From an optimization exercise on the open Yosys and OpenROAD flow, aimed at small area, a short achievable clock period and few clock cycles; shortcuts taken in it are not production practice. Function was checked by simulation only, so behaviour that the tests miss may differ from the original. Power is estimated from default activity; no workload was simulated.

### design/flow/config.mk
export PLATFORM = sky130hd
export DESIGN_NAME = LASER
export DESIGN_NICKNAME = LASER
export VERILOG_FILES = /design/flow/design.v
export SDC_FILE = /design/flow/constraint.sdc
export NUM_CORES = 4
export LEC_CHECK = 0
export ABC_AREA = 1
export CAP_MARGIN = 20
export CORE_MARGIN = 2
export CORE_UTILIZATION = 40
export SLEW_MARGIN = 20
### design/flow/constraint.sdc
create_clock -name core_clock -period 13.0 [get_ports {CLK}]
set_input_delay 2.6000 -clock core_clock [delete_from_list [all_inputs] [get_ports {CLK}]]
set_output_delay 2.6000 -clock core_clock [all_outputs]
set_load 0.01 [all_outputs]
### design/flow/design.v
module LASER (
input CLK,
input RST,
input [3:0] X,
input [3:0] Y,
output reg [3:0] C1X,
output reg [3:0] C1Y,
output reg [3:0] C2X,
output reg [3:0] C2Y,
output reg DONE
);
localparam NC = 12;
localparam PW = 11;    
localparam [3:0] LASTROW = 4'd5;
integer i;
genvar gj, gk;
function [3:0] nextrow;
    input [3:0] r;
    case (r)
        4'd13: nextrow = 4'd12;
        4'd12: nextrow = 4'd11;
        4'd11: nextrow = 4'd2;
        4'd2:  nextrow = 4'd3;
        4'd3:  nextrow = 4'd4;
        4'd4:  nextrow = 4'd9;
        4'd9:  nextrow = 4'd8;
        4'd8:  nextrow = 4'd7;
        4'd7:  nextrow = 4'd10;
        4'd10: nextrow = 4'd6;
        4'd6:  nextrow = 4'd5;
        default: nextrow = 4'd13;
    endcase
endfunction
reg         ld;          
reg  [5:0]  lcnt;
reg         srun;        
reg         smask;       
reg  [3:0]  row0;
reg         run;         
reg         mcyc;        
reg  [3:0]  row;
reg  [NC-1:0] colsel;
reg  [2:0]  pass;        
reg  [3:0]  gx, gy;
reg  [159:0] RX, RY;
reg  [39:0]  MK;
reg  [119:0] CL;         
wire [39:0]  cov;
wire [39:0]  mk_n = mcyc ? {cov[38:0], cov[39]} : {MK[38:0], MK[39] & ~ld};
wire [3:0]   hx = ld ? X : RX[159:156];
wire [3:0]   hy = ld ? Y : RY[159:156];
wire [159:0] ry_n = {RY[155:0], hy};
always @ (posedge CLK) begin
    RX <= {RX[155:0], hx};
    RY <= ry_n;
    MK <= mk_n;
end
wire [119:0] cl_n;
generate
for (gj = 0; gj < 40; gj = gj + 1) begin : s0
    laser_cls u (.py(ry_n[4*gj +: 4]), .row(row0), .g(~(mk_n[gj] & ~smask)), .cl(cl_n[3*gj +: 3]));
end
endgenerate
always @ (posedge CLK)
    CL <= cl_n;
wire [NC*40-1:0] hit;     
generate
for (gj = 0; gj < 40; gj = gj + 1) begin : s1
    wire [NC-1:0] ind;
    laser_ind u (.px(RX[4*gj +: 4]), .cl(CL[3*gj +: 3]), .ind(ind));
    for (gk = 0; gk < NC; gk = gk + 1) begin : h
        assign hit[gk*40+gj] = ind[gk];
    end
    assign cov[gj] = |(ind & colsel);
end
endgenerate
reg  [PW-1:0] P [0:NC-1];
reg  [3:0]  p1row;
reg         p1v, p1first, p1last;
wire        squash;
generate
for (gj = 0; gj < NC; gj = gj + 1) begin : pa
    wire [PW-1:0] part;
    laser_pc40a u (.in(hit[gj*40+39:gj*40]), .out(part));
    always @ (posedge CLK)
        P[gj] <= part;
end
endgenerate
always @ (posedge CLK)
    p1row <= row;
always @ (posedge CLK or posedge RST)
    if (RST) begin
        p1v <= 1'b0;
        p1first <= 1'b0;
        p1last <= 1'b0;
    end else begin
        p1v <= run & ~squash;
        p1first <= run & (row == 4'd13);
        p1last <= run & (row == LASTROW);
    end
reg  [5:0]  CNT [0:NC-1];
reg  [3:0]  r1row;
reg         r1v, r1first, r1last, r1eq;
generate
for (gj = 0; gj < NC; gj = gj + 1) begin : pb
    wire [5:0] c;
    laser_pc40b u (.in(P[gj]), .cnt(c));
    always @ (posedge CLK)
        CNT[gj] <= c;
end
endgenerate
wire [3:0] oldx = pass[0] ? C2X : C1X;
wire [3:0] oldy = pass[0] ? C2Y : C1Y;
always @ (posedge CLK) begin
    r1row <= p1row;
    r1eq  <= (p1row == oldy);
end
always @ (posedge CLK or posedge RST)
    if (RST) begin
        r1v <= 1'b0;
        r1first <= 1'b0;
        r1last <= 1'b0;
    end else begin
        r1v <= p1v;
        r1first <= p1v & p1first;
        r1last <= p1v & p1last;
    end
function gt6;        
    input [5:0] a, b;
    reg gt;
    integer k;
    begin
        gt = 1'b0;
        for (k = 0; k < 6; k = k + 1)
            gt = (a[k] & ~b[k]) | (~(~a[k] & b[k]) & gt);
        gt6 = gt;
    end
endfunction
wire [5:0] wc [0:5];
wire [3:0] wx [0:5];
generate
for (gj = 0; gj < 6; gj = gj + 1) begin : t1
    wire lo = gt6(CNT[2*gj], CNT[2*gj+1]);
    assign wc[gj] = lo ? CNT[2*gj] : CNT[2*gj+1];
    assign wx[gj] = lo ? (2*gj+2) : (2*gj+3);
end
endgenerate
reg  [5:0]  gmax;
reg         geq, usnap;
reg  [5:0]  win;
reg  [5:0]  bestc;
reg  [3:0]  bestx;
reg         beat;
wire        rowgt = r1row > gy;
integer a, b;
always @ (*) begin
    for (a = 0; a < 6; a = a + 1) begin
        win[a] = 1'b1;
        for (b = 0; b < 6; b = b + 1)
            if (b < a) win[a] = win[a] & ~gt6(wc[b], wc[a]);
            else if (b > a) win[a] = win[a] & gt6(wc[a], wc[b]);
    end
    bestc = 6'd0;
    bestx = 4'd0;
    beat  = 1'b0;
    for (a = 0; a < 6; a = a + 1) begin
        bestc = bestc | ({6{win[a]}} & wc[a]);
        bestx = bestx | ({4{win[a]}} & wx[a]);
        beat  = beat  | (win[a] & (gt6(wc[a], gmax) | rowgt & ~gt6(gmax, wc[a])));
    end
end
wire        upd   = r1v & (r1first | beat);
wire [3:0]  gx_n  = upd ? bestx : gx;
wire [3:0]  gy_n  = upd ? r1row : gy;
wire        geq_n = upd ? (r1eq & (bestx == oldx)) : geq;
always @ (posedge CLK) begin
    if (upd) gmax <= bestc;
    gx  <= gx_n;
    gy  <= gy_n;
    geq <= geq_n;
end
wire pend   = r1v & r1last;     
wire fin    = pend & ((pass == 3'd5) | (pass[2] | pass[1]) & geq_n);
wire miss   = pend & (usnap | upd);   
wire snap   = srun & (row0 == LASTROW);
assign squash = fin | miss;
always @ (posedge CLK) begin
    if (pend & ~pass[0]) begin
        C1X <= gx_n;
        C1Y <= gy_n;
    end
    if (pend & pass[0]) begin
        C2X <= gx_n;
        C2Y <= gy_n;
    end
    if (snap | miss)
        colsel <= 12'd1 << (gx_n - 4'd2);
    usnap <= ~snap & (usnap | upd);
end
always @ (posedge CLK or posedge RST)
    if (RST) begin
        ld    <= 1'b1;
        lcnt  <= 6'd0;
        srun  <= 1'b0;
        smask <= 1'b0;
        row0  <= 4'd13;
        run   <= 1'b0;
        mcyc  <= 1'b0;
        row   <= 4'd13;
        pass  <= 3'd0;
        DONE  <= 1'b0;
    end else begin
        DONE <= fin;
        run  <= (ld & (lcnt == 6'd39)) | (srun & ~squash);
        mcyc <= smask & ~squash;
        row  <= row0;
        if (pend)
            pass <= pass + 3'd1;
        if (DONE) begin
            ld   <= 1'b1;
            lcnt <= 6'd0;
        end else if (ld) begin
            lcnt <= lcnt + 6'd1;
            if (lcnt == 6'd39) begin
                ld   <= 1'b0;
                srun <= 1'b1;
                row0 <= nextrow(4'd13);
                pass <= 3'd0;
            end
        end else if (fin) begin
            srun  <= 1'b0;
            smask <= 1'b0;
            row0  <= 4'd13;
        end else if (miss | snap) begin
            srun  <= 1'b0;
            smask <= 1'b1;
            row0  <= gy_n;
        end else if (smask) begin
            smask <= 1'b0;
            srun  <= 1'b1;
            row0  <= 4'd13;
        end else if (srun)
            row0 <= nextrow(row0);
    end
endmodule
module laser_fa (input a, input b, input c, output s, output co);
    assign s  = a ^ b ^ c;
    assign co = (a & b) | (c & (a ^ b));
endmodule
module laser_ha (input a, input b, output s, output co);
    assign s  = a ^ b;
    assign co = a & b;
endmodule
module laser_cls(py, row, g, cl);
input [3:0] py;
wire [3:0] py;
input [3:0] row;
wire [3:0] row;
input g;
wire g;
output [2:0] cl;
wire [2:0] cl;
wire _00_;
wire _01_;
wire _02_;
wire _03_;
wire _04_;
wire _05_;
wire _06_;
wire _07_;
wire _08_;
wire _09_;
wire _10_;
wire _11_;
wire _12_;
wire _13_;
wire _14_;
wire _15_;
wire _16_;
wire _17_;
wire _18_;
wire _19_;
wire _20_;
wire _21_;
wire _22_;
wire _23_;
wire _24_;
wire _25_;
wire _26_;
wire _27_;
wire _28_;
wire _29_;
  assign _00_ = (~(py[3]));
  assign _01_ = (~(_00_)) | (~(row[3]));
  assign _02_ = (~(py[2]));
  assign _03_ = (~(row[2])&~(_02_));
  assign _04_ = (~(row[3])&~(_00_));
  assign _05_ = (~(_03_)&~(_04_)) | (~(_01_));
  assign _06_ = (~(py[1]));
  assign _07_ = (~(row[0]));
  assign _08_ = (~(_07_)) | (~(py[0]));
  assign _09_ = ((_06_)&(_08_)) | ((_06_)&(row[1])) | ((_08_)&(row[1]));
  assign _10_ = (~(py[0])&~(_07_));
  assign _11_ = (~(_06_)&~(row[1])&~(_10_));
  assign _12_ = (~(_06_)&~(_11_)) | (~(row[1])&~(_11_)) | (~(_08_)&~(_11_));
  assign _13_ = (~(_12_));
  assign _14_ = (~(_08_));
  assign _15_ = (~(_10_)&~(_14_));
  assign _16_ = (~(_15_));
  assign _17_ = (~(_16_)&~(_13_));
  assign _18_ = (~(_17_));
  assign _19_ = (~(_02_)) | (~(row[2]));
  assign _20_ = (~(_19_));
  assign _21_ = (~(_03_)&~(_20_)) | (~(_05_)) | (~(_09_)) | (~(_18_));
  assign _22_ = (~(_01_)&~(_03_)) | (~(g));
  assign _23_ = (~(_04_)&~(_22_)) | (~(_19_)&~(_22_));
  assign _24_ = (~(_05_)&~(_09_)) | (~(_23_)) | (~(_21_));
  assign _25_ = (~(_03_)&~(_20_));
  assign _26_ = (~(_13_)) | (~(_16_)) | (~(_25_));
  assign _27_ = (~(_13_)&~(_25_)) | (~(_26_));
  assign cl[1] = (~(_27_)&~(_24_));
  assign _28_ = (~(_17_)) | (~(_25_));
  assign _29_ = (~(_18_)) | (~(_27_));
  assign cl[0] = (~(_28_)&~(_24_)) | (~(_29_)&~(_24_));
  assign cl[2] = (~(_24_));
endmodule
module laser_ind(px, cl, ind);
input [3:0] px;
wire [3:0] px;
input [2:0] cl;
wire [2:0] cl;
output [11:0] ind;
wire [11:0] ind;
wire _00_;
wire _01_;
wire _02_;
wire _03_;
wire _04_;
wire _05_;
wire _06_;
wire _07_;
wire _08_;
wire _09_;
wire _10_;
wire _11_;
wire _12_;
wire _13_;
wire _14_;
wire _15_;
wire _16_;
wire _17_;
wire _18_;
wire _19_;
wire _20_;
wire _21_;
wire _22_;
wire _23_;
wire _24_;
wire _25_;
wire _26_;
wire _27_;
wire _28_;
wire _29_;
wire _30_;
wire _31_;
wire _32_;
wire _33_;
wire _34_;
wire _35_;
wire _36_;
wire _37_;
wire _38_;
wire _39_;
wire _40_;
wire _41_;
wire [31:0] dx;
wire [31:0] j;
  assign _00_ = (~(cl[0]));
  assign _01_ = (~(cl[1]));
  assign _02_ = (~(px[0]));
  assign _03_ = (~(_00_)&~(_01_)) | (~(_02_)&~(_01_));
  assign _04_ = (~(px[2])&~(px[1]));
  assign _05_ = (~(cl[0])&~(cl[1]));
  assign _06_ = (~(_05_)&~(_04_)) | (~(px[1])&~(_04_));
  assign _07_ = ((_03_)) | ((_06_));
  assign _08_ = (~(px[2]));
  assign _09_ = (~(_05_));
  assign _10_ = (~(px[0])&~(_09_)) | (~(cl[2])&~(_09_));
  assign _11_ = (~(_01_)&~(_10_)) | (~(_08_)&~(_10_)) | (~(_02_)&~(_10_));
  assign _12_ = (~(_00_)&~(_01_)) | (~(px[0])&~(_01_));
  assign _13_ = (~(px[1]));
  assign _14_ = (~(_08_)&~(_13_));
  assign _15_ = (~(_13_)&~(_14_)) | (~(_05_)&~(_14_));
  assign _16_ = ((_12_)) | ((_15_));
  assign _17_ = (~(_07_)&~(_11_)) | (~(_16_));
  assign _18_ = (~(px[3])&~(_14_));
  assign _19_ = (~(px[3])&~(px[0]));
  assign ind[9] = (~(_18_)&~(_19_)&~(_17_));
  assign _20_ = (~(_02_)&~(_09_)) | (~(cl[2])&~(_09_));
  assign _21_ = (~(_01_)&~(_20_)) | (~(px[2])&~(_20_)) | (~(px[0])&~(_20_));
  assign _22_ = (~(_03_)&~(_15_)) | (~(_21_));
  assign _23_ = (~(px[3]));
  assign _24_ = (~(_23_)&~(_02_));
  assign ind[8] = (~(_14_)&~(_18_)&~(_22_)) | (~(_24_)&~(_18_)&~(_22_));
  assign _25_ = (~(px[2])&~(_18_)) | (~(px[3])&~(_18_));
  assign _26_ = (~(cl[1])&~(_25_)) | (~(px[2])&~(_25_)) | (~(_13_)&~(_25_));
  assign _27_ = (~(_00_)&~(_19_)) | (~(px[0])&~(_19_));
  assign _28_ = (~(_01_)&~(_13_)) | ((_04_));
  assign _29_ = (~(_27_)&~(_28_));
  assign ind[7] = (~(_10_)&~(_29_)&~(_26_));
  assign _30_ = (~(_00_)&~(_24_)) | (~(_02_)&~(_24_));
  assign _31_ = (~(_28_)&~(_30_));
  assign ind[6] = (~(_20_)&~(_31_)&~(_26_));
  assign _32_ = (~(_23_)&~(_04_));
  assign _33_ = (~(_08_)&~(_32_)) | (~(_23_)&~(_32_));
  assign _34_ = (~(cl[1])&~(_33_)) | (~(_08_)&~(_33_)) | (~(px[1])&~(_33_));
  assign _35_ = (~(_01_)&~(px[1])) | ((_14_));
  assign _36_ = (~(_27_)&~(_35_));
  assign ind[5] = (~(_10_)&~(_36_)&~(_34_));
  assign _37_ = (~(_30_)&~(_35_));
  assign ind[4] = (~(_20_)&~(_37_)&~(_34_));
  assign _38_ = (~(_06_)&~(_12_)) | (~(_11_));
  assign ind[3] = (~(_04_)&~(_32_)&~(_38_)) | (~(_19_)&~(_32_)&~(_38_));
  assign _39_ = (~(_21_)&~(_16_)) | (~(_07_));
  assign ind[2] = (~(_24_)&~(_32_)&~(_39_));
  assign ind[10] = (~(_23_)&~(_39_));
  assign ind[1] = (~(px[3])&~(_17_));
  assign _40_ = (~(_19_)&~(_18_));
  assign ind[0] = (~(_40_)&~(_22_));
  assign _41_ = (~(_24_)&~(_32_));
  assign ind[11] = (~(_41_)&~(_38_));
assign { dx[30:24], dx[22:16], dx[14:12], dx[10:8], dx[6] } = { dx[23], dx[23], dx[15], dx[23], dx[15], dx[15], dx[11], dx[15], dx[15], dx[11], dx[15], dx[11], dx[11], dx[7], dx[11], dx[11], dx[7], dx[7], dx[7], dx[5], dx[5] };
assign j = 32'd12;
endmodule
module laser_pc40a (input [39:0] in, output [10:0] out);
  wire s0, c0; laser_fa u0 (.a(in[0]), .b(in[1]), .c(in[2]), .s(s0), .co(c0));
  wire s1, c1; laser_fa u1 (.a(in[3]), .b(in[4]), .c(in[5]), .s(s1), .co(c1));
  wire s2, c2; laser_fa u2 (.a(in[6]), .b(in[7]), .c(in[8]), .s(s2), .co(c2));
  wire s3, c3; laser_fa u3 (.a(in[9]), .b(in[10]), .c(in[11]), .s(s3), .co(c3));
  wire s4, c4; laser_fa u4 (.a(in[12]), .b(in[13]), .c(in[14]), .s(s4), .co(c4));
  wire s5, c5; laser_fa u5 (.a(in[15]), .b(in[16]), .c(in[17]), .s(s5), .co(c5));
  wire s6, c6; laser_fa u6 (.a(in[18]), .b(in[19]), .c(in[20]), .s(s6), .co(c6));
  wire s7, c7; laser_fa u7 (.a(in[21]), .b(in[22]), .c(in[23]), .s(s7), .co(c7));
  wire s8, c8; laser_fa u8 (.a(in[24]), .b(in[25]), .c(in[26]), .s(s8), .co(c8));
  wire s9, c9; laser_fa u9 (.a(in[27]), .b(in[28]), .c(in[29]), .s(s9), .co(c9));
  wire s10, c10; laser_fa u10 (.a(in[30]), .b(in[31]), .c(in[32]), .s(s10), .co(c10));
  wire s11, c11; laser_fa u11 (.a(in[33]), .b(in[34]), .c(in[35]), .s(s11), .co(c11));
  wire s12, c12; laser_fa u12 (.a(in[36]), .b(in[37]), .c(in[38]), .s(s12), .co(c12));
  wire s13, c13; laser_fa u13 (.a(s0), .b(s1), .c(s2), .s(s13), .co(c13));
  wire s14, c14; laser_fa u14 (.a(s3), .b(s4), .c(s5), .s(s14), .co(c14));
  wire s15, c15; laser_fa u15 (.a(s6), .b(s7), .c(s8), .s(s15), .co(c15));
  wire s16, c16; laser_fa u16 (.a(s9), .b(s10), .c(s11), .s(s16), .co(c16));
  wire s17, c17; laser_fa u17 (.a(c0), .b(c1), .c(c2), .s(s17), .co(c17));
  wire s18, c18; laser_fa u18 (.a(c3), .b(c4), .c(c5), .s(s18), .co(c18));
  wire s19, c19; laser_fa u19 (.a(c6), .b(c7), .c(c8), .s(s19), .co(c19));
  wire s20, c20; laser_fa u20 (.a(c9), .b(c10), .c(c11), .s(s20), .co(c20));
  wire s21, c21; laser_fa u21 (.a(s13), .b(s14), .c(s15), .s(s21), .co(c21));
  wire s22, c22; laser_fa u22 (.a(s16), .b(s12), .c(in[39]), .s(s22), .co(c22));
  wire s23, c23; laser_fa u23 (.a(c13), .b(c14), .c(c15), .s(s23), .co(c23));
  wire s24, c24; laser_fa u24 (.a(c16), .b(s17), .c(s18), .s(s24), .co(c24));
  wire s25, c25; laser_fa u25 (.a(s19), .b(s20), .c(c12), .s(s25), .co(c25));
  wire s26, c26; laser_fa u26 (.a(c17), .b(c18), .c(c19), .s(s26), .co(c26));
  wire s27, c27; laser_fa u27 (.a(c21), .b(c22), .c(s23), .s(s27), .co(c27));
  wire s28, c28; laser_fa u28 (.a(c23), .b(c24), .c(c25), .s(s28), .co(c28));
  assign out[0] = s21;    
  assign out[1] = s22;    
  assign out[2] = s27;    
  assign out[3] = s24;    
  assign out[4] = s25;    
  assign out[5] = c27;    
  assign out[6] = s28;    
  assign out[7] = s26;    
  assign out[8] = c20;    
  assign out[9] = c28;    
  assign out[10] = c26;    
endmodule
module laser_pc40b (input [10:0] in, output [5:0] cnt);
  wire s0, c0; laser_fa u0 (.a(in[2]), .b(in[3]), .c(in[4]), .s(s0), .co(c0));
  wire s1, c1; laser_fa u1 (.a(in[5]), .b(in[6]), .c(in[7]), .s(s1), .co(c1));
  wire s2, c2; laser_fa u2 (.a(c0), .b(s1), .c(in[8]), .s(s2), .co(c2));
  wire s3, c3; laser_fa u3 (.a(c1), .b(in[9]), .c(in[10]), .s(s3), .co(c3));
  wire s4, c4; laser_ha u4 (.a(in[0]), .b(in[1]), .s(s4), .co(c4));
  wire s5, c5; laser_ha u5 (.a(s0), .b(c4), .s(s5), .co(c5));
  wire s6, c6; laser_ha u6 (.a(s2), .b(c5), .s(s6), .co(c6));
  wire s7, c7; laser_fa u7 (.a(c2), .b(s3), .c(c6), .s(s7), .co(c7));
  wire s8, c8; laser_ha u8 (.a(c3), .b(c7), .s(s8), .co(c8));
  assign cnt[0] = s4;
  assign cnt[1] = s5;
  assign cnt[2] = s6;
  assign cnt[3] = s7;
  assign cnt[4] = s8;
  assign cnt[5] = c8;
endmodule
### design/flow/flow/run.sh
#!/bin/bash
# The standard layout (the standard.sh), except that synthesis swaps in
# cell netlists for the per-point blocks and the adders (swap.tcl).
set -euo pipefail
here=$(cd "$(dirname "$0")" && pwd)
work=$(dirname "$here")
cd "$work"
sed "s#^make -C #make SYNTH_CANONICALIZE_TCL=$here/swap.tcl -C #" standard.sh > swapped_standard.sh
grep -q "SYNTH_CANONICALIZE_TCL=" swapped_standard.sh
bash swapped_standard.sh > make.log 2>&1
### design/flow/flow/gates.v
// Cell netlists of the per-point blocks and the adders, swapped in for the
// RTL modules of the same names (made by gen/premap.sh from gen/blocks.v).
module laser_fa (input a, input b, input c, output s, output co);
    sky130_fd_sc_hd__fa_1 u (.A(a), .B(b), .CIN(c), .SUM(s), .COUT(co));
endmodule

module laser_ha (input a, input b, output s, output co);
    sky130_fd_sc_hd__ha_1 u (.A(a), .B(b), .SUM(s), .COUT(co));
endmodule

module laser_cls(py, row, g, cl);
  input [3:0] py;
  wire [3:0] py;
  input [3:0] row;
  wire [3:0] row;
  input g;
  wire g;
  output [2:0] cl;
  wire [2:0] cl;
  wire _00_;
  wire _01_;
  wire _02_;
  wire _03_;
  wire _04_;
  wire _05_;
  wire _06_;
  wire _07_;
  wire _08_;
  wire _09_;
  wire _10_;
  wire _11_;
  wire _12_;
  wire _13_;
  wire _14_;
  wire _15_;
  wire _16_;
  wire _17_;
  wire _18_;
  wire _19_;
  wire _20_;
  wire _21_;
  wire _22_;
  wire _23_;
  wire _24_;
  wire _25_;
  wire _26_;
  wire _27_;
  wire _28_;
  wire _29_;
  sky130_fd_sc_hd__clkinv_1 _30_ (
    .A(py[3]),
    .Y(_00_)
  );
  sky130_fd_sc_hd__nand2_1 _31_ (
    .A(_00_),
    .B(row[3]),
    .Y(_01_)
  );
  sky130_fd_sc_hd__clkinv_1 _32_ (
    .A(py[2]),
    .Y(_02_)
  );
  sky130_fd_sc_hd__nor2_1 _33_ (
    .A(row[2]),
    .B(_02_),
    .Y(_03_)
  );
  sky130_fd_sc_hd__nor2_1 _34_ (
    .A(row[3]),
    .B(_00_),
    .Y(_04_)
  );
  sky130_fd_sc_hd__o21ai_0 _35_ (
    .A1(_03_),
    .A2(_04_),
    .B1(_01_),
    .Y(_05_)
  );
  sky130_fd_sc_hd__clkinv_1 _36_ (
    .A(py[1]),
    .Y(_06_)
  );
  sky130_fd_sc_hd__clkinv_1 _37_ (
    .A(row[0]),
    .Y(_07_)
  );
  sky130_fd_sc_hd__nand2_1 _38_ (
    .A(_07_),
    .B(py[0]),
    .Y(_08_)
  );
  sky130_fd_sc_hd__maj3_1 _39_ (
    .A(_06_),
    .B(_08_),
    .C(row[1]),
    .X(_09_)
  );
  sky130_fd_sc_hd__nor2_1 _40_ (
    .A(py[0]),
    .B(_07_),
    .Y(_10_)
  );
  sky130_fd_sc_hd__nor3_1 _41_ (
    .A(_06_),
    .B(row[1]),
    .C(_10_),
    .Y(_11_)
  );
  sky130_fd_sc_hd__a31oi_1 _42_ (
    .A1(_06_),
    .A2(row[1]),
    .A3(_08_),
    .B1(_11_),
    .Y(_12_)
  );
  sky130_fd_sc_hd__clkinv_1 _43_ (
    .A(_12_),
    .Y(_13_)
  );
  sky130_fd_sc_hd__clkinv_1 _44_ (
    .A(_08_),
    .Y(_14_)
  );
  sky130_fd_sc_hd__nor2_1 _45_ (
    .A(_10_),
    .B(_14_),
    .Y(_15_)
  );
  sky130_fd_sc_hd__clkinv_1 _46_ (
    .A(_15_),
    .Y(_16_)
  );
  sky130_fd_sc_hd__nor2_1 _47_ (
    .A(_16_),
    .B(_13_),
    .Y(_17_)
  );
  sky130_fd_sc_hd__clkinv_1 _48_ (
    .A(_17_),
    .Y(_18_)
  );
  sky130_fd_sc_hd__nand2_1 _49_ (
    .A(_02_),
    .B(row[2]),
    .Y(_19_)
  );
  sky130_fd_sc_hd__clkinv_1 _50_ (
    .A(_19_),
    .Y(_20_)
  );
  sky130_fd_sc_hd__o2111ai_1 _51_ (
    .A1(_03_),
    .A2(_20_),
    .B1(_05_),
    .C1(_09_),
    .D1(_18_),
    .Y(_21_)
  );
  sky130_fd_sc_hd__o21ai_0 _52_ (
    .A1(_01_),
    .A2(_03_),
    .B1(g),
    .Y(_22_)
  );
  sky130_fd_sc_hd__a21oi_1 _53_ (
    .A1(_04_),
    .A2(_19_),
    .B1(_22_),
    .Y(_23_)
  );
  sky130_fd_sc_hd__o211ai_1 _54_ (
    .A1(_05_),
    .A2(_09_),
    .B1(_23_),
    .C1(_21_),
    .Y(_24_)
  );
  sky130_fd_sc_hd__nor2_1 _55_ (
    .A(_03_),
    .B(_20_),
    .Y(_25_)
  );
  sky130_fd_sc_hd__nand3_1 _56_ (
    .A(_13_),
    .B(_16_),
    .C(_25_),
    .Y(_26_)
  );
  sky130_fd_sc_hd__o21ai_0 _57_ (
    .A1(_13_),
    .A2(_25_),
    .B1(_26_),
    .Y(_27_)
  );
  sky130_fd_sc_hd__nor2_1 _58_ (
    .A(_27_),
    .B(_24_),
    .Y(cl[1])
  );
  sky130_fd_sc_hd__nand2_1 _59_ (
    .A(_17_),
    .B(_25_),
    .Y(_28_)
  );
  sky130_fd_sc_hd__nand2_1 _60_ (
    .A(_18_),
    .B(_27_),
    .Y(_29_)
  );
  sky130_fd_sc_hd__a21oi_1 _61_ (
    .A1(_28_),
    .A2(_29_),
    .B1(_24_),
    .Y(cl[0])
  );
  sky130_fd_sc_hd__clkinv_1 _62_ (
    .A(_24_),
    .Y(cl[2])
  );
endmodule

module laser_ind(px, cl, ind);
  input [3:0] px;
  wire [3:0] px;
  input [2:0] cl;
  wire [2:0] cl;
  output [11:0] ind;
  wire [11:0] ind;
  wire _00_;
  wire _01_;
  wire _02_;
  wire _03_;
  wire _04_;
  wire _05_;
  wire _06_;
  wire _07_;
  wire _08_;
  wire _09_;
  wire _10_;
  wire _11_;
  wire _12_;
  wire _13_;
  wire _14_;
  wire _15_;
  wire _16_;
  wire _17_;
  wire _18_;
  wire _19_;
  wire _20_;
  wire _21_;
  wire _22_;
  wire _23_;
  wire _24_;
  wire _25_;
  wire _26_;
  wire _27_;
  wire _28_;
  wire _29_;
  wire _30_;
  wire _31_;
  wire _32_;
  wire _33_;
  wire _34_;
  wire _35_;
  wire _36_;
  wire _37_;
  wire _38_;
  wire _39_;
  wire _40_;
  wire _41_;
  wire [31:0] dx;
  wire [31:0] j;
  sky130_fd_sc_hd__clkinv_1 _42_ (
    .A(cl[0]),
    .Y(_00_)
  );
  sky130_fd_sc_hd__clkinv_1 _43_ (
    .A(cl[1]),
    .Y(_01_)
  );
  sky130_fd_sc_hd__clkinv_1 _44_ (
    .A(px[0]),
    .Y(_02_)
  );
  sky130_fd_sc_hd__a21oi_1 _45_ (
    .A1(_00_),
    .A2(_02_),
    .B1(_01_),
    .Y(_03_)
  );
  sky130_fd_sc_hd__nor2_1 _46_ (
    .A(px[2]),
    .B(px[1]),
    .Y(_04_)
  );
  sky130_fd_sc_hd__nor2_1 _47_ (
    .A(cl[0]),
    .B(cl[1]),
    .Y(_05_)
  );
  sky130_fd_sc_hd__a21oi_1 _48_ (
    .A1(_05_),
    .A2(px[1]),
    .B1(_04_),
    .Y(_06_)
  );
  sky130_fd_sc_hd__or2_2 _49_ (
    .A(_03_),
    .B(_06_),
    .X(_07_)
  );
  sky130_fd_sc_hd__clkinv_1 _50_ (
    .A(px[2]),
    .Y(_08_)
  );
  sky130_fd_sc_hd__clkinv_1 _51_ (
    .A(_05_),
    .Y(_09_)
  );
  sky130_fd_sc_hd__a21oi_1 _52_ (
    .A1(px[0]),
    .A2(cl[2]),
    .B1(_09_),
    .Y(_10_)
  );
  sky130_fd_sc_hd__a31oi_1 _53_ (
    .A1(_01_),
    .A2(_08_),
    .A3(_02_),
    .B1(_10_),
    .Y(_11_)
  );
  sky130_fd_sc_hd__a21oi_1 _54_ (
    .A1(_00_),
    .A2(px[0]),
    .B1(_01_),
    .Y(_12_)
  );
  sky130_fd_sc_hd__clkinv_1 _55_ (
    .A(px[1]),
    .Y(_13_)
  );
  sky130_fd_sc_hd__nor2_1 _56_ (
    .A(_08_),
    .B(_13_),
    .Y(_14_)
  );
  sky130_fd_sc_hd__a21oi_1 _57_ (
    .A1(_13_),
    .A2(_05_),
    .B1(_14_),
    .Y(_15_)
  );
  sky130_fd_sc_hd__or2_2 _58_ (
    .A(_12_),
    .B(_15_),
    .X(_16_)
  );
  sky130_fd_sc_hd__o21ai_0 _59_ (
    .A1(_07_),
    .A2(_11_),
    .B1(_16_),
    .Y(_17_)
  );
  sky130_fd_sc_hd__nor2_1 _60_ (
    .A(px[3]),
    .B(_14_),
    .Y(_18_)
  );
  sky130_fd_sc_hd__nor2_1 _61_ (
    .A(px[3]),
    .B(px[0]),
    .Y(_19_)
  );
  sky130_fd_sc_hd__nor3_1 _62_ (
    .A(_18_),
    .B(_19_),
    .C(_17_),
    .Y(ind[9])
  );
  sky130_fd_sc_hd__a21oi_1 _63_ (
    .A1(_02_),
    .A2(cl[2]),
    .B1(_09_),
    .Y(_20_)
  );
  sky130_fd_sc_hd__a31oi_1 _64_ (
    .A1(_01_),
    .A2(px[2]),
    .A3(px[0]),
    .B1(_20_),
    .Y(_21_)
  );
  sky130_fd_sc_hd__o21ai_0 _65_ (
    .A1(_03_),
    .A2(_15_),
    .B1(_21_),
    .Y(_22_)
  );
  sky130_fd_sc_hd__clkinv_1 _66_ (
    .A(px[3]),
    .Y(_23_)
  );
  sky130_fd_sc_hd__nor2_1 _67_ (
    .A(_23_),
    .B(_02_),
    .Y(_24_)
  );
  sky130_fd_sc_hd__a211oi_1 _68_ (
    .A1(_14_),
    .A2(_24_),
    .B1(_18_),
    .C1(_22_),
    .Y(ind[8])
  );
  sky130_fd_sc_hd__a21oi_1 _69_ (
    .A1(px[2]),
    .A2(px[3]),
    .B1(_18_),
    .Y(_25_)
  );
  sky130_fd_sc_hd__a31oi_1 _70_ (
    .A1(cl[1]),
    .A2(px[2]),
    .A3(_13_),
    .B1(_25_),
    .Y(_26_)
  );
  sky130_fd_sc_hd__a21oi_1 _71_ (
    .A1(_00_),
    .A2(px[0]),
    .B1(_19_),
    .Y(_27_)
  );
  sky130_fd_sc_hd__o21bai_1 _72_ (
    .A1(_01_),
    .A2(_13_),
    .B1_N(_04_),
    .Y(_28_)
  );
  sky130_fd_sc_hd__nor2_1 _73_ (
    .A(_27_),
    .B(_28_),
    .Y(_29_)
  );
  sky130_fd_sc_hd__nor3_1 _74_ (
    .A(_10_),
    .B(_29_),
    .C(_26_),
    .Y(ind[7])
  );
  sky130_fd_sc_hd__a21oi_1 _75_ (
    .A1(_00_),
    .A2(_02_),
    .B1(_24_),
    .Y(_30_)
  );
  sky130_fd_sc_hd__nor2_1 _76_ (
    .A(_28_),
    .B(_30_),
    .Y(_31_)
  );
  sky130_fd_sc_hd__nor3_1 _77_ (
    .A(_20_),
    .B(_31_),
    .C(_26_),
    .Y(ind[6])
  );
  sky130_fd_sc_hd__nor2_1 _78_ (
    .A(_23_),
    .B(_04_),
    .Y(_32_)
  );
  sky130_fd_sc_hd__a21oi_1 _79_ (
    .A1(_08_),
    .A2(_23_),
    .B1(_32_),
    .Y(_33_)
  );
  sky130_fd_sc_hd__a31oi_1 _80_ (
    .A1(cl[1]),
    .A2(_08_),
    .A3(px[1]),
    .B1(_33_),
    .Y(_34_)
  );
  sky130_fd_sc_hd__o21bai_1 _81_ (
    .A1(_01_),
    .A2(px[1]),
    .B1_N(_14_),
    .Y(_35_)
  );
  sky130_fd_sc_hd__nor2_1 _82_ (
    .A(_27_),
    .B(_35_),
    .Y(_36_)
  );
  sky130_fd_sc_hd__nor3_1 _83_ (
    .A(_10_),
    .B(_36_),
    .C(_34_),
    .Y(ind[5])
  );
  sky130_fd_sc_hd__nor2_1 _84_ (
    .A(_30_),
    .B(_35_),
    .Y(_37_)
  );
  sky130_fd_sc_hd__nor3_1 _85_ (
    .A(_20_),
    .B(_37_),
    .C(_34_),
    .Y(ind[4])
  );
  sky130_fd_sc_hd__o21ai_0 _86_ (
    .A1(_06_),
    .A2(_12_),
    .B1(_11_),
    .Y(_38_)
  );
  sky130_fd_sc_hd__a211oi_1 _87_ (
    .A1(_04_),
    .A2(_19_),
    .B1(_32_),
    .C1(_38_),
    .Y(ind[3])
  );
  sky130_fd_sc_hd__o21ai_0 _88_ (
    .A1(_21_),
    .A2(_16_),
    .B1(_07_),
    .Y(_39_)
  );
  sky130_fd_sc_hd__nor3_1 _89_ (
    .A(_24_),
    .B(_32_),
    .C(_39_),
    .Y(ind[2])
  );
  sky130_fd_sc_hd__nor2_1 _90_ (
    .A(_23_),
    .B(_39_),
    .Y(ind[10])
  );
  sky130_fd_sc_hd__nor2_1 _91_ (
    .A(px[3]),
    .B(_17_),
    .Y(ind[1])
  );
  sky130_fd_sc_hd__nor2_1 _92_ (
    .A(_19_),
    .B(_18_),
    .Y(_40_)
  );
  sky130_fd_sc_hd__nor2_1 _93_ (
    .A(_40_),
    .B(_22_),
    .Y(ind[0])
  );
  sky130_fd_sc_hd__nor2_1 _94_ (
    .A(_24_),
    .B(_32_),
    .Y(_41_)
  );
  sky130_fd_sc_hd__nor2_1 _95_ (
    .A(_41_),
    .B(_38_),
    .Y(ind[11])
  );
  assign { dx[30:24], dx[22:16], dx[14:12], dx[10:8], dx[6] } = { dx[23], dx[23], dx[15], dx[23], dx[15], dx[15], dx[11], dx[15], dx[15], dx[11], dx[15], dx[11], dx[11], dx[7], dx[11], dx[11], dx[7], dx[7], dx[7], dx[5], dx[5] };
  assign j = 32'd12;
endmodule
### design/flow/flow/swap.tcl
# Sourced by ORFS's synthesis (SYNTH_CANONICALIZE_TCL), after reading the
# design: replaces the RTL of the per-point blocks and of the adders with
# their cell netlists in gates.v (the same logic, mapped by gen/premap.sh),
# so that synthesis keeps those cells as they are.  The top module, and so
# every register, is untouched.
foreach m {laser_fa laser_ha laser_cls laser_ind} {
    delete $m
}
read_verilog [file join [file dirname [info script]] gates.v]
hierarchy -check -top $::env(DESIGN_NAME)
### design/flow/standard.sh
#!/bin/bash
# synth_recipe.tcl (not shown) runs the flow's synth.tcl, then flattens the netlist and writes it again
# the make line also repeats each setting of config.mk as NAME=value (left out here)
make -C /OpenROAD-flow-scripts/flow DESIGN_CONFIG=/design/flow/config.mk WORK_HOME=/design/flow/orfs CLKGATE_MAP_FILE= SYNTH_SCRIPT=/design/flow/synth_recipe.tcl "${@:-finish}"
==> results of run 1 <==
-- critical path: cells and delay by family (launching register included) --
kind                     cells  cell delay (ns)
AND/OR/NAND/NOR             26             2.71
buffers and inverters        5             0.58
flip-flops                   1             0.36
adder cells (fa/ha/maj)      1             0.26
XOR/XNOR                     1             0.23
AO/OA/AOI/OAI                1             0.18
-- registers in the layout, summed over array words and instances (netlist names), 6 cells and up --
| name | flops |
|---|---|
| CL | 120 |
| CNT | 72 |
| colsel | 12 |
| MK | 40 |
| P | 132 |
| gmax | 6 |
| RY | 160 |
| RX | 160 |
| lcnt | 6 |
-- final cells by class --
class                   instances  area [um2]  share of cell area
multi-input cells            4698       29900               0.547
repair buffers                 51         448             0.00820
flip-flops and latches        766       15800               0.290
well taps                    1625        2030              0.0372
inverters                     884        3320              0.0608
clock buffers                 120        2520              0.0462
diodes                          1        2.50           0.0000458
clock inverters                38         576              0.0105
-- routing by layer --
metal,up-vias,GRT usage
li1,21757,-
met1,21531,0.363
met2,2324,0.430
met3,406,0.0491
met4,0,0.122
met5,-,0
-- kinds of logic (layout without fill, tap and decap cells) --
family	Yosys count	after routing	synth area share
AND/OR/NAND/NOR	2645	2645	0.224
AO/OA/AOI/OAI	1536	1536	0.190
buffers and inverters	958	1093	0.0735
flip-flops	766	766	0.321
adder cells (fa/ha/maj)	510	510	0.190
XOR/XNOR	6	6	0.00145
multiplexers	1	1	0.000203
other	0	1	0
-- worst min path at each step --
stage,from,endpoint,slack (ns)
floorplan,RY[97]$_DFF_P_,RY[101]$_DFF_P_,0.34
global placement,RY[117]$_DFF_P_,RY[121]$_DFF_P_,0.34
detailed placement,RY[117]$_DFF_P_,RY[121]$_DFF_P_,0.34
CTS,RY[126]$_DFF_P_,RY[130]$_DFF_P_,0.35
global route,RY[81]$_DFF_P_,RY[85]$_DFF_P_,0.36
finish,RY[117]$_DFF_P_,RY[121]$_DFF_P_,0.35
-- stage by stage --
step	worst slack [ns]	util	area, um2	std cells
floorplan	9.05	-	49300	6422
global placement	8.62	0.422	51500	8024
detailed placement	8.53	0.422	51500	8024
CTS	8.50	0.447	54600	8182
global route	8.02	0.447	54600	8182
finish	8.50	0.447	54600	8183
-- power by group --
| group | switching (mW) | internal [mW] |
|---|---|---|
| sequential | 0 | 2.36 |
| clock | 1.06 | 1.60 |
| combinational | 0.00211 | 0.00255 |
-- placed cells by master (no fill, tap or decap), types with 40 or more instances in the layout --
cell	n
a21oi_1	528
clkinv_1	681
inv_1	178
o211ai_1	43
o21ai_0	319
a31oi_1	212
fa_1	408
nor3_1	285
clkbuf_16	90
nand2_1	964
dfxtp_1	703
or2_2	84
nor2_1	1070
o2111ai_1	41
nand3_1	142
a22o_1	50
a221oi_1	68
ha_1	62
a211oi_1	95
o21bai_1	80
maj3_1	40
==> summary.txt, run 1 <==
Route
  • Highest routed layer: met4
  • DR vias/cell: 5.62
  • Detail Route Antenna Nets: 0
  • DRC Markers: 0
  • DRT iter0 DRCs: 5,044
  • Met3 wire len: 15,000 um
  • Drt total wl: 174,000 um
  • Routed via count: about 46k
  • DRT Pass-1 Iters: 6
  • DR WL met2: 77,200 um
  • M1 WL: 73,900 um
  • Wirelength per Cell: about 21 um

Clock tree
  • Hold Buf Count CTS: 0
  • Htree depth: 3
  • Clk latency of the worst-skew pair: slightly below 0.7 ns
  • CTS tree: yes
  • Clk slew on worst S/H paths: 0.06 ns
  • Clock buffer count from CTS: 88
  • Clock buffer depth: 3
  • Post-CTS resize count: 0
  • Sinks on Clock Net: between 700 and 800
  • CTS root buffer: clkbuf_16
  • Postcts setup bufs: 0

Flow run
  • Max_cap viols: 0

Die
  • DIE HEIGHT: between 300 and 400 um
  • Die area: 126,000 um2
  • Die Width: 355 um
  • Initial Util: 0.404
  • Core area: 122,000 um2
  • IO Count: 27
  • Row cnt: 128

Timing
  • Fin Setup TNS: 0 ns
  • Slew @ Worst Pin: between 0.9 and 1 ns
  • RSZ-0062 raised after global routing: no
  • Hold_ws: 0.351 ns
  • Clk_skew: 0.0345 ns
  • Slew margin rel.: 0.370
  • Final Slew Violations: 0
  • Peak Freq: 222 MHz
  • Final Setup Violations: 0
  • Tcrit/Tclk final: 0.346
  • Final hold viol count: 0
  • Final min period: approximately 4.5 ns

Critical path
  • Setup crit end: colsel[4]$_SDFFCE_PP0N_
  • Delay of the slowest critical-path stage: 0.36 ns
  • Critical Path End Type: register
  • R2R cell count: 34
  • Type of origin of the critical path: register
  • Top cell by count, worst path: nand2_1
  • Critical Path Source: CNT[9][1]$_DFF_P_
  • WS Path Type: register to register
  • Crit path max fanout: 17
  • R2r setup slk: 8.50 ns
  • Worst reg2reg endpoint: colsel[4]$_SDFFCE_PP0N_
  • Req. time, crit path: 13.52 ns
  • Reg2Reg Launch Point: CNT[9][1]$_DFF_P_
  • Slowest CP cell: dfxtp_1
  • Worst Path Arrival: 5.01 ns

Synthesis
  • Top post-synthesis cells by area: dfxtp_1 (29%), fa_1 (17%), nor2_1 (8.1%)
  • Most numerous cell in the Yosys netlist: nor2_1
  • Syn Std Cell Area: roughly 50,000 um2
  • Number of synthesized flops with an enable pin: 34
  • Main synth FF type: dfxtp_1
  • Net Count, Synth: 6,902
  • Post-Syn Area per Cell: 7.68 um2
  • Post-synth cell types: 64
  • Top cells by count, synth: nor2_1 (1,070), nand2_1 (964), dfxtp_1 (703), clkinv_1 (681), a21oi_1 (528)
  • FF+latch count, synth: 766
  • Post-synth top area cell: dfxtp_1
  • Post-synth top area share: 0.285
  • Sequential share of the synthesized area: 0.321
  • Synth warnings: 5
  • Async set or reset register ratio after synthesis: 0.0379
  • Syn Inst Count: 6,422

Hold path
  • Hold Path Class: register to register
  • Hold depth: 0

Global routing
  • Grt total ovfl: 0
  • Vias in the first global route: 43.3k
  • Total track usage: 0.272
  • Largest net degree at the start of global routing: between 50 and 60
  • Initial antenna violation count: 2
  • First-pass GRT wire length: 262,000 um

Final layout
  • FILL cells: about 12k
  • Layout net count: 6,969
  • Fraction of layout cells with a size suffix above 1: 0.0537
  • Layout overhead on the synthesized area: 10.7%

Power and ir drop
  • Pwr dens: 92.1 nW/um2
  • Power Total: slightly above 5 mW
  • Cell leakage power: 21.7 nW
  • Peak VDD IR: ~0.11 mV

Placement
  • Gpl congestion: 0.996
  • Number of port buffers: 26
  • HPWL Detailed: between 100,000 and 150,000 um

Outcome
  • Status: finished clean
Testbench counts, summed over its fixed seeds: cycles 11,210.
==> run 2: changes to the inputs <==
==> design/flow/flow/run.sh (replaced) <==
#!/bin/bash
# The standard layout (the standard.sh), except that
#  * synthesis swaps in cell netlists for the per-point blocks and the
#    adders (swap.tcl), and
#  * ORFS's timing repair (after floorplan, CTS and global routing) works
#    towards a setup slack of MARGIN ns at the design's clock period,
#    instead of only to a slack of 0, so that it sizes up the cells of the
#    longest paths.
set -euo pipefail
MARGIN=8.9
here=$(cd "$(dirname "$0")" && pwd)
work=$(dirname "$here")
cd "$work"
sed "s#^make -C #make SYNTH_CANONICALIZE_TCL=$here/swap.tcl SETUP_SLACK_MARGIN=$MARGIN MATCH_CELL_FOOTPRINT=0 -C #" standard.sh > swapped_standard.sh
grep -q "SYNTH_CANONICALIZE_TCL=" swapped_standard.sh
bash swapped_standard.sh > make.log 2>&1
==> run 2 against run 1 <==
  * Fmax rose by 13%
  * Hold slack lost 0.0023 ns
  * Critical path depth shrank 24
  * First-iteration DRC count is 0.54% lower
  * Clock skew hardly changed
  * Count of clock-buffer cells in the layout unchanged
  * Final area increased by 0.79%
==> summary.txt, run 2 <==
Route
  • DRC Markers: 0 (unchanged)
  • DRT Pass-1 Iters: 7 (+1)
  • Routed via count: 46.1k (+0.24%)
  • Wirelength per Cell: 21.3 um (+0.12%)
  • DRT iter0 DRCs: 5,017 (-0.54%)
  • Detail Route Antenna Nets: 0 (unchanged)
  • DR vias/cell: 5.63 (about the same)
  • Drt total wl: 175,000 um (+0.27%)

Critical path
  • CP Buf/Inv Count: 1 (-4)
  • Crit path max fanout: 6 (-11)
  • CP top delay family: adder cells
  • Req. time, crit path: 13.55 ns (+0.03 ns)
  • Top cell by count, worst path: fa_1
  • R2r setup slk: 9.01 ns (+0.51 ns)
  • Worst path cell trace: clkinv_1, nor2_1, nor2_1, a21oi_1, a31oi_1, nor3_1, fa_1, fa_1, fa_1, fa_1
  • Worst reg2reg endpoint: P[7][2]$_DFF_P_
  • Slowest CP cell: fa_1
  • Type of origin of the critical path: register
  • Critical Path End Type: register
  • Delay of the slowest critical-path stage: 0.58 ns (+0.22 ns)
  • WS Path Type: register to register
  • Worst Path Arrival: 4.54 ns (-0.47 ns)
  • R2R cell count: 10 (-71%)
  • Reg2Reg Launch Point: RX[126]$_DFF_P_

Clock tree
  • CTS tree: yes
  • Clock buffer depth: 3 (unchanged)
  • CTS root buffer: clkbuf_16
  • Clk latency of the worst-skew pair: 0.68 ns (about the same)
  • Htree depth: 3 (unchanged)
  • Clock buffer count from CTS: 88 (unchanged)
  • Sinks on Clock Net: 766 (unchanged)
  • Clk slew on worst S/H paths: 0.06 ns (about the same)

Global routing
  • Initial antenna violation count: 2 (unchanged)
  • First-pass GRT wire length: 263,000 um (about the same)
  • Vias in the first global route: 43.3k (-0.012%)
  • Grt total ovfl: 0 (unchanged)
  • Total track usage: 0.272 (about the same)
  • Largest net degree at the start of global routing: 57 (unchanged)

Timing
  • Peak Freq: 251 MHz (+13%)
  • Fin Setup TNS: 0 ns (unchanged)
  • Final min period: 3.99 ns (-0.509 ns)
  • Clk_skew: 0.0346 ns (+0.0000946 ns)
  • Tcrit/Tclk final: 0.307 (-0.0391)
  • Final hold viol count: 0 (unchanged)
  • Slew margin rel.: 0.359 (-0.0113)
  • RSZ-0062 raised after global routing: yes
  • Slew @ Worst Pin: 0.958 ns (+0.0170 ns)
  • Final Slew Violations: 0 (unchanged)
  • Hold_ws: 0.349 ns (-0.00230 ns)
  • Final Setup Violations: 0 (unchanged)

Final layout
  • Fraction of layout cells with a size suffix above 1: 0.0656 (+0.0119)
  • Layout overhead on the synthesized area: 11.6%
  • Most common cell after layout, fill and taps aside: nor2_1
  • Regs by FF count: RX: 160 flops, RY: 160 flops, P: 132 flops
  • Most frequent cells in the layout: nor2_1 (1,053), nand2_1 (946), dfxtp_1 (699), clkinv_1 (681), a21oi_1 (527)
  • Layout net count: 6,981 (+0.17%)

Synthesis
  • Most numerous cell in the Yosys netlist: nor2_1
  • FF+latch count, synth: 766 (unchanged)
  • Post-synth top area cell: dfxtp_1
  • Post-synth top area share: 0.285 (unchanged)
  • Net Count, Synth: 6,902 (unchanged)
  • Main synth FF type: dfxtp_1
  • Async set or reset register ratio after synthesis: 0.0379 (unchanged)
  • Syn Inst Count: 6,422 (unchanged)
  • Top cells by count, synth: nor2_1 (1,070), nand2_1 (964), dfxtp_1 (703), clkinv_1 (681), a21oi_1 (528)
  • Post-synth cell types: 64 (unchanged)
  • Synth warnings: 5 (unchanged)
  • Syn Std Cell Area: 49,300 um2 (unchanged)
  • Post-Syn Area per Cell: 7.68 um2 (unchanged)
  • Number of synthesized flops with an enable pin: 34 (unchanged)
  • Sequential share of the synthesized area: 0.321 (unchanged)
  • Top post-synthesis cells by area: dfxtp_1 (29%), fa_1 (17%), nor2_1 (8.1%)

Hold path
  • Hold Path End: RY[130]$_DFF_P_
  • Hold Path Class: register to register
  • Hold path start: RY[126]$_DFF_P_
  • Hold depth: 0 (unchanged)

Die
  • Initial Util: 0.404 (unchanged)
  • Core area: 122,000 um2 (unchanged)
  • DIE HEIGHT: 355 um (unchanged)
  • IO Count: 27 (unchanged)
  • Die area: 126,000 um2 (unchanged)
  • Row cnt: 128 (unchanged)
  • Die Width: 355 um (unchanged)

Placement
  • Number of port buffers: 26 (unchanged)
  • HPWL Detailed: 136,000 um (unchanged)
  • Gpl congestion: 0.996 (unchanged)

Power and ir drop
  • Cell leakage power: 21.9 nW (+1.3%)
  • Peak VDD IR: 0.112 mV (+0.17%)
  • Power Total: 5.03 mW (about the same)
  • Pwr dens: 91.4 nW/um2 (-0.81%)

Flow run
  • Max_cap viols: 0 (unchanged)

Outcome
  • Status: finished clean
-- run 2: metrics by stage --
| step | cell area [um2] | utilization | worst slack [ns] | std cells |
|---|---|---|---|---|
| after floorplan | 49300 | - | 9.05 | 6422 |
| after global placement | 51500 | 0.422 | 8.62 | 8024 |
| after detailed placement | 51500 | 0.422 | 8.53 | 8024 |
| after CTS | 54700 | 0.448 | 8.89 | 8185 |
| after global routing | 55000 | 0.451 | 8.87 | 8194 |
| final | 55000 | 0.451 | 9.01 | 8195 |
-- run 2: metal layers --
layer	vias to the layer above	GRT usage	wire, um
met1	21683	0.363	74000
met2	2267	0.431	77500
li1	21769	-	-
met5	-	0	0
met3	409	0.0490	14800
met4	0	0.120	8370
-- run 2: where the power goes --
part | internal, mW | switching, mW | total (mW)
sequential | 2.36 | 0 | 2.36
combinational | 0.00255 | 0.00211 | 0.00467
clock | 1.60 | 1.06 | 2.66
-- run 2: worst max-delay path by stage --
stage,depth (start not counted),slack (ns),start,endpoint
floorplan,11,9.05,row0[1]$_DFFE_PP0P_,row0[1]$_DFFE_PP0P_
global placement,33,8.62,CNT[9][1]$_DFF_P_,colsel[6]$_SDFFCE_PP0N_
detailed placement,34,8.53,CNT[9][1]$_DFF_P_,colsel[6]$_SDFFCE_PP0N_
CTS,10,8.89,RX[2]$_DFF_P_,P[6][2]$_DFF_P_
global route,34,8.87,CNT[4][3]$_DFF_P_,colsel[4]$_SDFFCE_PP0N_
finish,10,9.01,RX[126]$_DFF_P_,P[7][2]$_DFF_P_
-- run 2: logic make-up after synthesis --
kind of cell             after synthesis  synth area share
buffers and inverters                958            0.0735
flip-flops                           766             0.321
adder cells (fa/ha/maj)              510             0.190
XOR/XNOR                               6           0.00145
multiplexers                           1          0.000203
AO/OA/AOI/OAI                       1536             0.190
AND/OR/NAND/NOR                     2645             0.224
-- run 2: cell type report --
type                            count  area (um2)
Fill cell                       12033       67000
Multi-Input combinational cell   4700       30100
Sequential cell                   766       15800
Inverter                          884        3330
Clock buffer                      120        2520
Tap cell                         1625        2030
Timing Repair Buffer               61         578
Clock inverter                     38         576
Antenna cell                        1        2.50
-- run 2: timing repair --
action                                  4_1_cts  5_1_grt
pin swaps                                     1        7
gates cloned                                  0        2
hold buffers                                  0        0
setup buffers                                 3        7
endpoints found under the setup margin       32       36
gates resized for setup                      34       81
-- run 2: worst reg2reg max path, cell delays in order, from the launching register on --
cell and delay (ns):
dfxtp_1 0.44, clkinv_1 0.17, nor2_1 0.27, nor2_1 0.13, a21oi_1 0.16, a31oi_1 0.07, nor3_1 0.54, fa_1 0.58
fa_1 0.54, fa_1 0.50, fa_1 0.46
==> run 3: changes to the inputs <==
--- a/design/flow/design.v
+++ b/design/flow/design.v
@@ -11,7 +11,7 @@
 );
 localparam NC = 12;
 localparam PW = 11;    
-localparam [3:0] LASTROW = 4'd5;
+localparam [3:0] LASTROW = 4'd7;
 integer i;
 genvar gj, gk;
 function [3:0] nextrow;
@@ -19,15 +19,15 @@
     case (r)
         4'd13: nextrow = 4'd12;
         4'd12: nextrow = 4'd11;
-        4'd11: nextrow = 4'd2;
-        4'd2:  nextrow = 4'd3;
-        4'd3:  nextrow = 4'd4;
-        4'd4:  nextrow = 4'd9;
+        4'd11: nextrow = 4'd10;
+        4'd10: nextrow = 4'd9;
         4'd9:  nextrow = 4'd8;
-        4'd8:  nextrow = 4'd7;
-        4'd7:  nextrow = 4'd10;
-        4'd10: nextrow = 4'd6;
-        4'd6:  nextrow = 4'd5;
+        4'd8:  nextrow = 4'd6;
+        4'd6:  nextrow = 4'd3;
+        4'd3:  nextrow = 4'd2;
+        4'd2:  nextrow = 4'd5;
+        4'd5:  nextrow = 4'd4;
+        4'd4:  nextrow = 4'd7;
         default: nextrow = 4'd13;
     endcase
 endfunction
--- a/design/flow/flow/run.sh
+++ b/design/flow/flow/run.sh
@@ -7,7 +7,7 @@
 #    instead of only to a slack of 0, so that it sizes up the cells of the
 #    longest paths.
 set -euo pipefail
-MARGIN=8.9
+MARGIN=9.5
 here=$(cd "$(dirname "$0")" && pwd)
 work=$(dirname "$here")
 cd "$work"
==> run 3 against run 2 <==
  * Core utilization rose by 6.5 points
  * Fmax is 3.2% higher
  * Power increased by 0.12%
  * Sequential share of layout area decreased by 2.9 points
  * Critical path type is now register to output pin
  * Critical endpoint is now C1X[1]
  * Highest routed layer unchanged
==> summary.txt, run 3 <==
Route
  • DRC Markers: 0 (unchanged)
  • Routed via count: 47.9k (+3.8%)
  • DRT Pass-1 Iters: 7 (unchanged)
  • DRT iter0 DRCs: 4,995 (-0.44%)
  • Detail Route Antenna Nets: 0 (unchanged)
  • Drt total wl: 187,000 um (+7.0%)
  • DR vias/cell: 5.71 (+1.4%)
  • Wirelength per Cell: 22.3 um (+4.5%)

Die
  • Core area: 122,000 um2 (unchanged)
  • DIE HEIGHT: 355 um (about the same)
  • IO Count: 27 (unchanged)
  • Die area: 126,000 um2 (about the same)
  • Row cnt: 128 (unchanged)
  • Die Width: 355 um (about the same)
  • Initial Util: 0.404 (about the same)

Clock tree
  • Clock buffer depth: 3 (unchanged)
  • Htree depth: 3 (unchanged)
  • Clk slew on worst S/H paths: 0.06 ns (about the same)
  • CTS tree: yes
  • CTS root buffer: clkbuf_16
  • Sinks on Clock Net: 766 (unchanged)
  • Clk latency of the worst-skew pair: 0.72 ns (+0.04 ns)
  • Clock buffer count from CTS: 90 (+2.3%)
  • Hold Buf Count CTS: 0 (unchanged)

Critical path
  • Crit path max fanout: 2 (-4)
  • Worst reg2reg endpoint: colsel[4]$_SDFFCE_PP0N_
  • R2r setup slk: 9.23 ns (+0.22 ns)
  • WS Path Type: register to output pin
  • Worst Path Arrival: 1.26 ns (-3.28 ns)
  • Reg2Reg Launch Point: CNT[4][1]$_DFF_P_
  • R2R cell count: 33 (+23)
  • Type of origin of the critical path: register
  • CP top delay family: flip-flops
  • Req. time, crit path: 10.40 ns (-3.15 ns)
  • Critical Path End Type: output pin
  • Worst path cell trace: clkbuf_2
  • CP Buf/Inv Count: 1 (unchanged)
  • Slowest CP cell: edfxtp_1
  • Delay of the slowest critical-path stage: 0.40 ns (-0.18 ns)

Synthesis
  • Number of synthesized flops with an enable pin: 34 (unchanged)
  • Top cells by count, synth: nor2_1 (1,064), nand2_1 (940), dfxtp_1 (703), clkinv_1 (683), a21oi_1 (543)
  • Net Count, Synth: 6,895 (-0.10%)
  • FF+latch count, synth: 766 (unchanged)
  • Main synth FF type: dfxtp_1
  • Post-synth cell types: 58 (-9.4%)
  • Post-synth top area share: 0.286 (about the same)
  • Syn Std Cell Area: 49,300 um2 (about the same)
  • Post-Syn Area per Cell: 7.69 um2 (+0.12%)
  • Most numerous cell in the Yosys netlist: nor2_1
  • Sequential share of the synthesized area: 0.321 (about the same)
  • Top post-synthesis cells by area: dfxtp_1 (29%), fa_1 (17%), nor2_1 (8.1%)
  • Syn Inst Count: 6,412 (-0.16%)
  • Synth warnings: 5 (unchanged)
  • Async set or reset register ratio after synthesis: 0.0379 (unchanged)
  • Post-synth top area cell: dfxtp_1

Global routing
  • Initial antenna violation count: 1 (-1)
  • Vias in the first global route: 45.2k (+4.3%)
  • Total track usage: 0.284 (+0.0115)
  • First-pass GRT wire length: 273,000 um (+4.0%)
  • Largest net degree at the start of global routing: 58 (+1.8%)
  • Grt total ovfl: 0 (unchanged)

Power and ir drop
  • Pwr dens: 79.9 nW/um2 (-12%)
  • Cell leakage power: 24.4 nW (+11%)
  • Peak VDD IR: 0.0977 mV (-12%)

Hold path
  • Hold depth: 0 (unchanged)
  • Hold Path Class: register to register
  • Hold path start: RY[101]$_DFF_P_
  • Hold Path End: RY[105]$_DFF_P_

Timing
  • Slew margin rel.: 0.311 (-0.0481)
  • Final hold viol count: 0 (unchanged)
  • Hold_ws: 0.338 ns (-0.0108 ns)
  • Final Slew Violations: 0 (unchanged)
  • Tcrit/Tclk final: 0.297 (-0.00963)
  • Slew @ Worst Pin: 1.03 ns (+0.0719 ns)
  • Final Setup Violations: 0 (unchanged)
  • Peak Freq: 259 MHz (+3.2%)
  • Clk_skew: 0.0424 ns (+0.00781 ns)
  • Final min period: 3.86 ns (-0.125 ns)
  • Fin Setup TNS: 0 ns (unchanged)
  • RSZ-0062 raised after global routing: yes

Placement
  • HPWL Detailed: 138,000 um (+1.7%)
  • Number of port buffers: 26 (unchanged)
  • Gpl congestion: 0.991 (-0.51%)

Final layout
  • FILL cells: 11.3k (-6.1%)
  • Most frequent cells in the layout: nand2_1 (865), nor2_1 (780), dfxtp_1 (523), clkinv_1 (504), a21oi_1 (448)
  • Regs by FF count: RX: 160 flops, RY: 160 flops, P: 132 flops
  • Most common cell after layout, fill and taps aside: nand2_1
  • Fraction of layout cells with a size suffix above 1: 0.297 (+0.231)
  • # diodes: 0 (-1)
  • Layout net count: 7,175 (+2.8%)
  • Layout overhead on the synthesized area: 27.7%

Outcome
  • Status: finished clean

Flow run
  • Max_cap viols: 0 (unchanged)
-- run 3: changes by cell type after synthesis, sizes merged, moves of 3 or more --
| cell | change |
|---|---|
| a21oi | +15 |
| a22o | -9 |
| a41oi | -3 |
| ha | +3 |
| inv | +3 |
| nand2 | -27 |
| nand3 | -21 |
| nor2 | -6 |
| o21ai | +30 |
| o221ai | -4 |
| o22ai | +7 |
-- run 3: cell families after synthesis --
kind of cell | count (synthesis) | share of synthesized area
AOI/OAI and AO/OA | 1571 | 0.193
buffers and inverters | 965 | 0.0745
and+or+nand+nor | 2591 | 0.219
adders and majority gates | 513 | 0.190
DFF | 766 | 0.321
xor gates and xnor gates | 6 | 0.00145
-- run 3: layer usage --
layer  global-route usage  vias to the layer above  share of wire
met1                0.375                    23025           0.42
met4                0.144                        0          0.057
met3               0.0465                      480          0.075
met5                    0                        -              0
li1                     -                    22179              -
met2                0.448                     2190           0.45
-- run 3: per-stage QoR --
stage,area (um2),total power [mW],std cells,worst slack [ns],utilization
floorplan,49300,2.42,6412,9.31,-
finish,62900,5.03,8390,9.14,0.516
detailed placement,51500,2.42,8008,8.36,0.422
global route,62900,5.18,8390,9.04,0.516
global placement,51500,2.42,8008,8.48,0.422
CTS,57800,5.10,8253,9.08,0.474
-- run 3: final cells by class --
| cell class | count | area, um2 | share of cell area |
|---|---|---|---|
| Tap cell | 1625 | 2030 | 0.0323 |
| Timing Repair Buffer | 257 | 2150 | 0.0341 |
| Inverter | 889 | 3590 | 0.0571 |
| Sequential cell | 766 | 16300 | 0.259 |
| Clock inverter | 49 | 636 | 0.0101 |
| Multi-Input combinational cell | 4688 | 35800 | 0.568 |
| Clock buffer | 116 | 2500 | 0.0397 |
-- run 3: worst max-delay path by stage --
stage                       from                       to  slack, ns  cells past startpoint
2_1_floorplan               Y[0]            CL[0]$_DFF_P_       9.31                     11
3_3_place_gp   CNT[2][1]$_DFF_P_  colsel[6]$_SDFFCE_PP0N_       8.48                     31
3_5_place_dp   CNT[2][1]$_DFF_P_  colsel[6]$_SDFFCE_PP0N_       8.36                     31
4_1_cts         C1X[1]$_DFFE_PP_                   C1X[1]       9.08                      1
5_1_grt        CNT[3][0]$_DFF_P_  colsel[6]$_SDFFCE_PP0N_       9.04                     32
6_report        C1X[1]$_DFFE_PP_                   C1X[1]       9.14                      1
-- run 3: timing repair --
action | 4_1_cts | 5_1_grt
hold endpoints to repair | 0 | 0
pin swaps | 97 | 276
gates resized for setup | 889 | 1130
setup endpoints to repair | 140 | 128
buffers inserted | 78 | 131
cloned | 2 | 6
-- run 3: power by group --
| part | total, mW | internal, mW | switching, mW |
|---|---|---|---|
| Combinational | 0.00454 | 0.00229 | 0.00224 |
| Sequential | 2.35 | 2.35 | 0 |
| Clock | 2.68 | 1.59 | 1.10 |
Testbench counts of run 3, summed over its fixed seeds: cycles 11,144.
==> run 4: changes to the inputs <==
--- a/design/flow/flow/run.sh
+++ b/design/flow/flow/run.sh
@@ -7,7 +7,7 @@
 #    instead of only to a slack of 0, so that it sizes up the cells of the
 #    longest paths.
 set -euo pipefail
-MARGIN=9.5
+MARGIN=9.2
 here=$(cd "$(dirname "$0")" && pwd)
 work=$(dirname "$here")
 cd "$work"
==> run 4 against run 3 <==
  * Critical path depth stayed put
  * Clock skew is 0.010 ns lower
  * Register-to-register slack worse by 0.06 ns
  * Largest cell class unchanged
  * Largest power group unchanged
==> summary.txt, run 4 <==
Synthesis
  • Post-synth top area share: 0.286 (unchanged)
  • FF+latch count, synth: 766 (unchanged)
  • Sequential share of the synthesized area: 0.321 (unchanged)
  • Syn Std Cell Area: 49,300 um2 (unchanged)
  • Mux cell area share after synthesis: 0 (unchanged)
  • Synth warnings: 5 (unchanged)
  • Compound-gate portion of the synthesized area: 0.193 (unchanged)
  • Top post-synthesis cells by area: dfxtp_1 (29%), fa_1 (17%), nor2_1 (8.1%)
  • Post-Synth Adder-Cell Area: 0.190 (unchanged)
  • Syn Inst Count: 6,412 (unchanged)

Global routing
  • Met3 usage: 0.0526 (+0.00605)
  • First-pass GRT wire length: 266,000 um (-2.8%)
  • Vias in the first global route: 43.5k (-3.8%)
  • Total track usage: 0.277 (-0.00648)
  • Initial antenna violation count: 4 (+3)
  • Largest net degree at the start of global routing: 59 (+1.7%)
  • GRT met2 Usage: 0.437 (-0.0110)

Final layout
  • FILL cells: 12.0k (+6.4%)
  • # diodes: 0 (unchanged)
  • Layout net count: 7,028 (-2.0%)
  • Most common cell after layout, fill and taps aside: nor2_1

Critical path
  • Worst path cell trace: buf_6
  • Critical Path End Type: output pin
  • Slowest CP cell: dfrtp_2
  • CP Buf/Inv Count: 1 (unchanged)
  • CP top delay family: flip-flops
  • WS Path Type: register to output pin

Timing
  • Final min period: 3.83 ns (-0.0367 ns)
  • Fin Setup TNS: 0 ns (unchanged)
  • RSZ-0062 raised after global routing: yes
  • Slew @ Worst Pin: 1.08 ns (+0.0487 ns)
  • Slew margin rel.: 0.278 (-0.0326)
  • Final Slew Violations: 0 (unchanged)
  • Final Setup Violations: 0 (unchanged)
  • Final hold viol count: 0 (unchanged)

Clock tree
  • Clock buffer count from CTS: 88 (-2.2%)

Route
  • Drt total wl: 179,000 um (-4.1%)
  • Routed via count: 46.3k (-3.2%)
  • DR vias/cell: 5.62 (-1.5%)
  • Wirelength per Cell: 21.8 um (-2.4%)

Die
  • Row cnt: 128 (unchanged)
  • Die area: 126,000 um2 (unchanged)
  • Initial Util: 0.404 (unchanged)

Outcome
  • Status: finished clean

Flow run
  • Max_cap viols: 0 (unchanged)

Hold path
  • Hold Path Class: register to register

Placement
  • Gpl congestion: 0.993 (+0.17%)
  • HPWL Detailed: 139,000 um (+0.78%)

Power and ir drop
  • Pwr dens: 86.3 nW/um2 (+7.9%)
[run 4: worst paths after layout]
kind                                     end  depth (start not counted)      startpoint  slack (ns)
max                                     DONE                          1  DONE$_DFF_PP0_        9.17
max in group asynchronous   row[0]$_DFF_PP1_                          3             RST       10.39
min                           RY[57]$_DFF_P_                          0  RY[53]$_DFF_P_        0.35
min reg2reg                   RY[57]$_DFF_P_                          0  RY[53]$_DFF_P_        0.35
min in group asynchronous  pass[1]$_DFF_PP0_                          3             RST        2.30
max reg2reg                  P[2][2]$_DFF_P_                         10  RX[38]$_DFF_P_        9.17
[run 4: per-layer routing]
layer / share of wire / vias up
met1: 0.43 / 21929
met5: 0 / -
met3: 0.079 / 428
li1: - / 21870
met2: 0.45 / 2093
met4: 0.049 / 0
[run 4: logic make-up (layout without fill, tap and decap cells)]
group,after synthesis,in the layout
fa+ha+maj,513,513
xor+xnor,6,6
simple gates,2591,2593
flops,766,766
compound gates,1571,1572
buf+inv,965,1166
[run 4: final cells by class]
class	instances	share of cell area
Clock buffer	122	0.0439
Clock inverter	39	0.00787
Inverter	889	0.0596
Multi-Input combinational cell	4684	0.557
Sequential cell	766	0.280
Tap cell	1625	0.0358
Timing Repair Buffer	116	0.0153
[run 4: metrics by stage]
step                      cells  setup WS, ns  hold WS, ns
after global placement     8012          8.45        0.343
after floorplan            6412          9.22        0.338
after CTS                  8193          9.11        0.351
after global routing       8241          8.95        0.353
final                      8241          9.17        0.351
after detailed placement   8012          8.30        0.346
[run 4: what timing repair did]
action                     CTS  global route
pin swaps                   11            66
buffers inserted            19            46
setup endpoints to repair   93           106
cloned                       1             2
gates resized for setup    200           406
[run 4: report_power, final]
part           total (mW)  switching, mW  internal (mW)
registers            2.36              0           2.36
clock network        2.53           1.05           1.48
logic             0.00465        0.00212        0.00251

==> re-timing with driven ports <==
The flow's constraints put no driver on any port. The routed layouts listed below were extracted and timed again, unchanged, in two steps. Step 1 assumes that a clkbuf_16 drives the clock port and a buf_2 every other input. Step 2 adds t to the input delays and takes it off the output delays; t is the mean of the earliest and latest rising clock arrival at the registers after step 1. Input paths then give back, and output paths get back, about the clock's delay inside the block. Three values: ideal, step 1, step 2; two values: the first two.
run | t (ns) | slack for setup (ns) | worst setup path after step 2 | clock arrival spread, ns
run 1 | 0.747 | 8.503 / 8.503 / 8.503 | register to register | 0.043 / 0.044
run 2 | 0.746 | 9.012 / 9.012 / 8.634 | input to register | 0.045 / 0.045
run 3 | 0.775 | 9.137 / 9.062 / 8.839 | input to register | 0.046 / 0.046
run 4 | 0.747 | 9.173 / 9.095 / 8.604 | input to register | 0.034 / 0.034
After both steps setup and hold are still met in every run listed. For run 4, which loses most, drivers alone change the setup slack by -0.078 ns; drivers and shift together by -0.569 ns.
